Source: an optimization exercise on an open RTL-to-GDS flow (aim: small area, a short achievable clock period and few clock cycles). Production flows keep margins and buffers that such runs may drop. Function was checked by simulation only, so behaviour that the tests miss may differ from the original. Power and IR drop assume default switching activity.

==> flow/design.v, too long to show whole: its modules and the start of the top module <==
// module mmult: 5741 lines
// module mmult_fa: 4 lines
// module mmult_xor: 3 lines
// module mmult_xnor: 3 lines
// module mmult_or: 3 lines
// module mmult_nor: 3 lines
module mmult#(parameter MATRIX_SIZE = 3,
              parameter INPUT_UNIT_LEN = 8,
              parameter OUTPUT_UNIT_LEN = INPUT_UNIT_LEN*2+1)
             (input clk,
              input reset_n,
              input enable,
              input [0:9*INPUT_UNIT_LEN-1] A_mat,
              input [0:9*INPUT_UNIT_LEN-1] B_mat,
              output valid,
              output wire [0:9*OUTPUT_UNIT_LEN-1] C_mat);
  // ...
==> flow/flow/run.sh <==
#!/bin/bash
# The standard layout (the standard.sh, synthesis unchanged), except for
# the port buffers: every input and output port still gets exactly one
# buffer, but a buf_4 instead of the weak buffer buffer_ports picks on its
# own, and after global placement each port buffer is moved from beside its
# pin to the logic it serves (move_port_buffers.tcl); detailed placement
# then legalizes it.  make's output goes to standard.log; each step's log
# stays in orfs/logs.
set -euo pipefail
export BUFFER_PORTS_ARGS="-buffer_cell sky130_fd_sc_hd__buf_4"
export POST_GLOBAL_PLACE_TCL="$PWD/flow/move_port_buffers.tcl"
bash standard.sh finish > standard.log 2>&1
==> flow/flow/move_port_buffers.tcl <==
# Move each port buffer from beside its pin to the logic it serves: an
# input port's buffer to the middle of the cells it drives, an output
# port's buffer next to the cell that drives it.  The port itself drives,
# or is driven by, the longer wire to the pin instead of a small logic
# cell.  Detailed placement legalizes the moved buffers afterwards.
set block [ord::get_db_block]
set moved 0
foreach bterm [$block getBTerms] {
  set net [$bterm getNet]
  if { $net == "NULL" } { continue }
  if { [$net getSigType] != "SIGNAL" } { continue }
  set iterms [$net getITerms]
  if { [llength $iterms] != 1 } { continue }
  set buf [[lindex $iterms 0] getInst]
  set master [[$buf getMaster] getName]
  if { ![string match "sky130_fd_sc_hd__buf_*" $master] } { continue }
  # the buffer's other net
  set other "NULL"
  foreach it [$buf getITerms] {
    set n [$it getNet]
    if { $n == "NULL" || $n == $net } { continue }
    if { [$n getSigType] != "SIGNAL" } { continue }
    set other $n
  }
  if { $other == "NULL" } { continue }
  set xs 0; set ys 0; set cnt 0
  foreach it [$other getITerms] {
    set i [$it getInst]
    if { $i == $buf } { continue }
    set loc [$i getLocation]
    incr xs [lindex $loc 0]; incr ys [lindex $loc 1]; incr cnt
  }
  if { $cnt == 0 } { continue }
  $buf setLocation [expr {$xs / $cnt}] [expr {$ys / $cnt}]
  $buf setPlacementStatus PLACED
  incr moved
}
puts "move_port_buffers: moved $moved port buffers"
==> flow/standard.sh <==
#!/bin/bash
# synth_recipe.tcl (not shown) runs the flow's synth.tcl, then flattens the netlist and writes it again
# the make line also repeats each setting of config.mk as NAME=value (left out here)
make -C /OpenROAD-flow-scripts/flow DESIGN_CONFIG=/design/flow/config.mk WORK_HOME=/design/flow/orfs CLKGATE_MAP_FILE= SYNTH_SCRIPT=/design/flow/synth_recipe.tcl "${@:-finish}"
==> flow/config.mk <==
export PLATFORM = sky130hd
export DESIGN_NAME = mmult
export DESIGN_NICKNAME = mmult
export VERILOG_FILES = /design/flow/design.v
export SDC_FILE = /design/flow/constraint.sdc
export NUM_CORES = 4
export LEC_CHECK = 0
export CAP_MARGIN = 30
export CORE_MARGIN = 2
export CORE_UTILIZATION = 50
export SETUP_SLACK_MARGIN = 3.5
export SLEW_MARGIN = 45
export SYNTH_HIERARCHICAL = 1
export TNS_END_PERCENT = 1
==> flow/constraint.sdc <==
create_clock -name core_clock -period 8.0 [get_ports {clk}]
set_input_delay 1.6000 -clock core_clock [delete_from_list [all_inputs] [get_ports {clk}]]
set_output_delay 1.6000 -clock core_clock [all_outputs]
set_load 0.01 [all_outputs]
==> results.py, run 1 <==
metrics = {
    "status": {
        "run_status": "timing/DRC/antenna clean",
    },
    "worst_setup_path": {
        "cp_max_fo": 24,
        "worstSetupStartpoint": "A_mat[42]",
        "critPathRequiredTime_ns": 8.51,
    },
    "drt": {
        "postRouteAntennaNets": 0,
        "vias": 36300,
        "wl_met2_um": 78400,
        "drtPass1Iterations": 6,
        "routed_wl_um": 178000,
    },
    "hold_path": {
        "min-delay-start": "enable",
        "holdPathStages": 2,
    },
    "timing": {
        "rsz0062_at_grt": "yes",
        "fin_tns_setup_ns": 0,
        "finalHoldViolations": 0,
        "report.final.slew_viol_count": 0,
        "fin_crit_sh_pct": 56.8,
        "worstMarginPinSlew_ns": 0.600,
        "max_freq_mhz": 220,
    },
    "synth": {
        "syn_area_um2": 48200,
        "syn_inst": 4557,
        "synth_fa_ha_area_share_pct": 62.3,
        "synth_top_family_by_area": "adder cells",
        "synth_top_area_cell": "fa_1",
        "synth_area_per_cell_um2": 10.6,
        "async_flop_share_pct": 0,
        "synthTopCellsByCount": "1774 x nand2_1, 1485 x fa_1, 288 x clkbuf_1",
        "postSynthRegisterBits": 280,
        "synth-simple-area-share_pct": 16.7,
        "syn-num-nets": 6216,
    },
    "final_layout": {
        "nFlopsAndLatches": 280,
        "nMultiInputCombCells": 3901,
        "multiInputGateArea_um2": 42000,
        "fin_area_um2": 53300,
        "stdcell_count": 5966,
        "diodes": 73,
    },
    "clocking": {
        "tritoncts": "done",
        "htreeDepth": 2,
    },
    "die": {
        "start_util_pct": 50.6,
        "io_pins": 301,
    },
    "global_route": {
        "grt_usage_pct": 37.4,
    },
    "pwr": {
        "irDropWorstVdd_mv": 0.420,
    },
}
Testbench counts, summed over its fixed seeds: cycles 320.
==> run 2: changes to the inputs <==
==> flow/flow/run.sh (replaced) <==
#!/bin/bash
# The standard layout (the standard.sh, synthesis unchanged), except for
# the port buffers: every input and output port still gets exactly one
# buffer, but a buf_4 instead of the weak buffer buffer_ports picks on its
# own; after global placement the output-port buffers are made buf_2
# (downsize_outputs.tcl), and each port buffer is moved from beside its pin
# to the logic it serves (move_port_buffers.tcl); detailed placement then
# legalizes them.  make's output goes to standard.log; each step's log
# stays in orfs/logs.
set -euo pipefail
export BUFFER_PORTS_ARGS="-buffer_cell sky130_fd_sc_hd__buf_4"
export POST_GLOBAL_PLACE_TCL="$PWD/flow/post_gp.tcl"
bash standard.sh finish > standard.log 2>&1
==> flow/flow/downsize_outputs.tcl (new file) <==
# Make the buffers that buffer_ports put on the outputs buf_2: after
# move_port_buffers.tcl each sits by the logic and drives the wire to its pin
# and the pin's 0.01 pF, for which a buf_2 is enough.
set n 0
foreach inst [get_cells *] {
  if { [get_property $inst ref_name] != "sky130_fd_sc_hd__buf_4" } { continue }
  set pin [get_pins -of_objects $inst -filter "direction == output"]
  set net [get_property [get_nets -of_objects $pin] name]
  if { [string match "C_mat*" $net] || $net == "valid" } {
    replace_cell $inst sky130_fd_sc_hd__buf_2
    incr n
  }
}
puts "downsize_outputs: $n output buffers made buf_2"
==> flow/flow/post_gp.tcl (new file) <==
# After global placement: make the output-port buffers buf_2, then move every
# port buffer to the logic it serves.
set here [file dirname [info script]]
source [file join $here downsize_outputs.tcl]
source [file join $here move_port_buffers.tcl]
--- a/flow/config.mk
+++ b/flow/config.mk
@@ -9,6 +9,6 @@
 export CORE_MARGIN = 2
-export CORE_UTILIZATION = 50
-export SETUP_SLACK_MARGIN = 3.5
+export CORE_UTILIZATION = 60
+export SETUP_SLACK_MARGIN = 3.3
 export SLEW_MARGIN = 45
 export SYNTH_HIERARCHICAL = 1
-export TNS_END_PERCENT = 1
+export TNS_END_PERCENT = 5
==> run 2 against run 1 <==
Against the previous run:
- still clean
- sequential power about the same
- worst hold slack better by 0.029 ns
- maximum frequency fell by 2.7%
- largest power group unchanged
- largest cell class unchanged
- setup slack worse by 0.13 ns
- critical path type is now flip-flop to primary output
==> results.py, run 2 <==
metrics = {
    "pwr": {
        "internal_power_w": 0.00953,
        "p_sw_share_pct": 50.1,
        "leakagePower_nw": 18.6,
        "power-per-cell-area_nw_per_um2": 369,
        "p_clk_share_pct": 10.0,
        "power_switching_w": 0.00956,
        "seqPwrFrac_pct": 14.2,
        "combPwrFrac_pct": 75.8,
        "irDropWorstVdd_mv": 0.487,
    },
    "synth": {
        "synth-edff-count": 0,
        "syn_area_um2": 48200,
        "syn-num-nets": 6216,
        "postSynthRegisterBits": 280,
        "synthTopCellsByCount": "1774 x nand2_1, 1485 x fa_1, 288 x clkbuf_1",
        "synth-seq-area-share_pct": 11.6,
        "synth_top_area_cell": "fa_1",
        "synthDistinctLibCells": 43,
        "synth_top_area_share_pct": 61.6,
        "ys.warnings.count": 7,
        "yosysMostFrequentCell": "nand2_1",
        "async_flop_share_pct": 0,
        "synth_area_per_cell_um2": 10.6,
        "syn_inst": 4557,
        "synthFlopType": "dfxtp_1",
        "synthTopCellsByArea": "fa_1 62%, nand2_1 14%, dfxtp_1 12%",
    },
    "place": {
        "dpl_cell_area_um2": 50200,
        "hpwl_um": 128000,
        "portBuffers": 300,
    },
    "clocking": {
        "root_buffer": "clkbuf_16",
        "tritoncts": "done",
        "cts_max_path_buffers": 3,
        "clock_sinks": 280,
        "htreeDepth": 2,
        "clkTransAtPathRegs_ns": 0.05,
        "hold_buffers": 0,
        "cts_made_buffers": 39,
    },
    "worst_setup_path": {
        "start_kind": "flip-flop",
        "critPathSlowestCell": "fa_1",
        "critical_path_arrival_ns": 3.07,
        "critPathRequiredTime_ns": 6.40,
        "cp_max_fo": 6,
        "crit_type": "flip-flop to primary output",
        "crit_path_end_kind": "primary output",
        "cp_slowest_stage_delay_ns": 0.54,
        "cp.buffers_inverters": 1,
        "cp_cell_sequence": "fa_1 > xor2_2 > a2111o_1 > a21oi_1 > nand2b_4 > o21ai_2 > a211oi_2 > buf_2",
        "cpLargestDelayFamily": "compound AO/OA/AOI/OAI gates",
    },
    "global_route": {
        "grt_max_degree": 25,
        "grt_overflow": 0,
        "grt_pass1_wl_um": 257000,
        "antenna_found_initial": 78,
        "grt_pass1_vias": 40100,
        "grt_usage_pct": 43.4,
    },
    "timing": {
        "report.final.slew_viol_count": 0,
        "fin_crit_sh_pct": 58.4,
        "max_freq_mhz": 214,
        "min_period_ns": 4.67,
        "rsz0062_at_grt": "yes",
        "worstMarginPinSlew_ns": 0.636,
        "finalSetupViolations": 0,
        "finalHoldViolations": 0,
        "slew_headroom_pct": 57.4,
        "fin_tns_setup_ns": 0,
    },
    "final_layout": {
        "fin_area_um2": 51700,
        "most-common-layout-cells": "1774 x nand2_1, 1462 x fa_1, 280 x dfxtp_1",
        "final_nets": 6242,
        "final_common_cell": "nand2_1",
        "multiInputGateArea_um2": 41200,
        "syn2layout_area_growth_pct": 7.29,
        "seq_area_um2": 5610,
        "drive_gt1_share_pct": 9.47,
        "fillCellCount": 6365,
    },
    "status": {
        "run_status": "timing/DRC/antenna clean",
    },
    "die": {
        "start_util_pct": 60.9,
        "io_pins": 301,
        "fp.dieArea_um2": 82700,
        "fp.dieH_um": 288,
        "die_w_um": 288,
        "rows": 103,
        "core_area_um2": 79300,
    },
    "drt": {
        "drc": 0,
        "drtPass1Iterations": 6,
        "routed_via_density": 6.33,
        "routed_wl_um": 171000,
        "wl_per_cell_um": 29.9,
        "vias": 36300,
        "postRouteAntennaNets": 0,
        "drt_iter0_markers": 3821,
    },
    "hold_path": {
        "hp-class": "primary input to flip-flop",
    },
    "job": {
        "cap_violations": 0,
    },
}
[run 2: path summary, 6_finish.rpt]
check             startpoint     endpoint  slack (ns)  cells after the start
setup / recovery   e20_q[14]   C_mat[102]        3.33                      8
hold / removal        enable  valid_store        1.20                      2
[run 2: per-stage QoR]
step                power [W]  hold WS (ns)  utilization (%)  std cells  worst slack (ns)
CTS                    0.0192          1.19             65.1       5663              3.35
global placement       0.0177          1.80             63.8       5592              2.88
global route           0.0210          1.21             65.3       5717              3.22
floorplan              0.0126          1.72                -       4557              3.28
detailed placement     0.0172          1.80             63.3       5592              2.83
finish                 0.0191          1.20             65.3       5727              3.33
[run 2: kinds of logic after synthesis]
group           count (synthesis)  synth area share [%]
compound gates                174                  2.69
buf+inv                       376                  3.14
xor+xnor                      191                  3.47
simple gates                 2024                  16.7
fa+ha+maj                    1512                  62.3
flops                         280                  11.6
[run 2: modules after synthesis (local to each module, per instance)]
| module | flip-flops and latches | cells inside | area (um2) |
|---|---|---|---|
| mmult_nor | 0 | 1 | 3.75 |
| mmult_xor | 0 | 1 | 8.76 |
| mmult_xnor | 0 | 1 | 8.76 |
| mmult_or | 0 | 1 | 6.26 |
| mmult_fa | 0 | 1 | 20.0 |
| mmult | 280 | 2838 | 17000 |
[run 2: cell type report]
cell class	count	area share (%)
Antenna cell	64	0.309
Clock buffer	54	2.21
Clock inverter	17	0.471
Inverter	61	0.442
Multi-Input combinational cell	3901	79.6
Sequential cell	280	10.8
Tap cell	1050	2.54
Timing Repair Buffer	300	3.61
[run 2: routing by layer]
metal	wire, um	track usage (%)	up-vias
li1	-	-	13900
met1	57000	53.9	18800
met2	75500	63.3	2812
met3	25500	17.4	773
met4	13100	28.6	28
met5	180	0	-
[run 2: power groups by stage]
stage / Combinational (W) / Sequential, W / Clock [W]
3_5_place_dp: 0.0144 / 0.00274 / 0
5_1_grt: 0.0162 / 0.00279 / 0.00198
2_1_floorplan: 0.0100 / 0.00263 / 0
4_1_cts: 0.0145 / 0.00272 / 0.00194
3_3_place_gp: 0.0150 / 0.00273 / 0
6_report: 0.0145 / 0.00271 / 0.00191
[run 2: repair_timing]
action,in CTS,in global routing
buffers inserted,0,0
gates resized for setup,0,2
setup endpoints to repair,0,18

==> re-timing with driven ports <==
How much do the figures lean on ideal ports? The routed layouts below were timed once more, with nothing changed but the port constraints. Step 1, drivers: a clkbuf_16 drives clk and a buf_2 each remaining input, both assumed. Step 2 times the ports against the registers' clock, not the clock port: input delays grow and output delays shrink by t, the midpoint of the rising clock arrivals with the driver on. Slacks: ideal / step 1 / step 2; pairs: ideal / step 1.
run | shift t [ns] | setup WS [ns] | latest minus earliest clock arrival (ns) | worst register clock-pin slew, ns | worst data-port slew with drivers (ns)
run 1 | 0.693 | 3.454 / 3.339 / 2.646 | 0.031 / 0.030 | 0.06 / 0.06 | 0.27
run 2 | 0.665 | 3.325 / 3.241 / 2.575 | 0.026 / 0.027 | 0.07 / 0.07 | 0.25
After both steps every run listed still meets setup and hold. For run 1, which loses most, drivers alone change the setup slack by -0.115 ns; drivers and shift together by -0.808 ns.
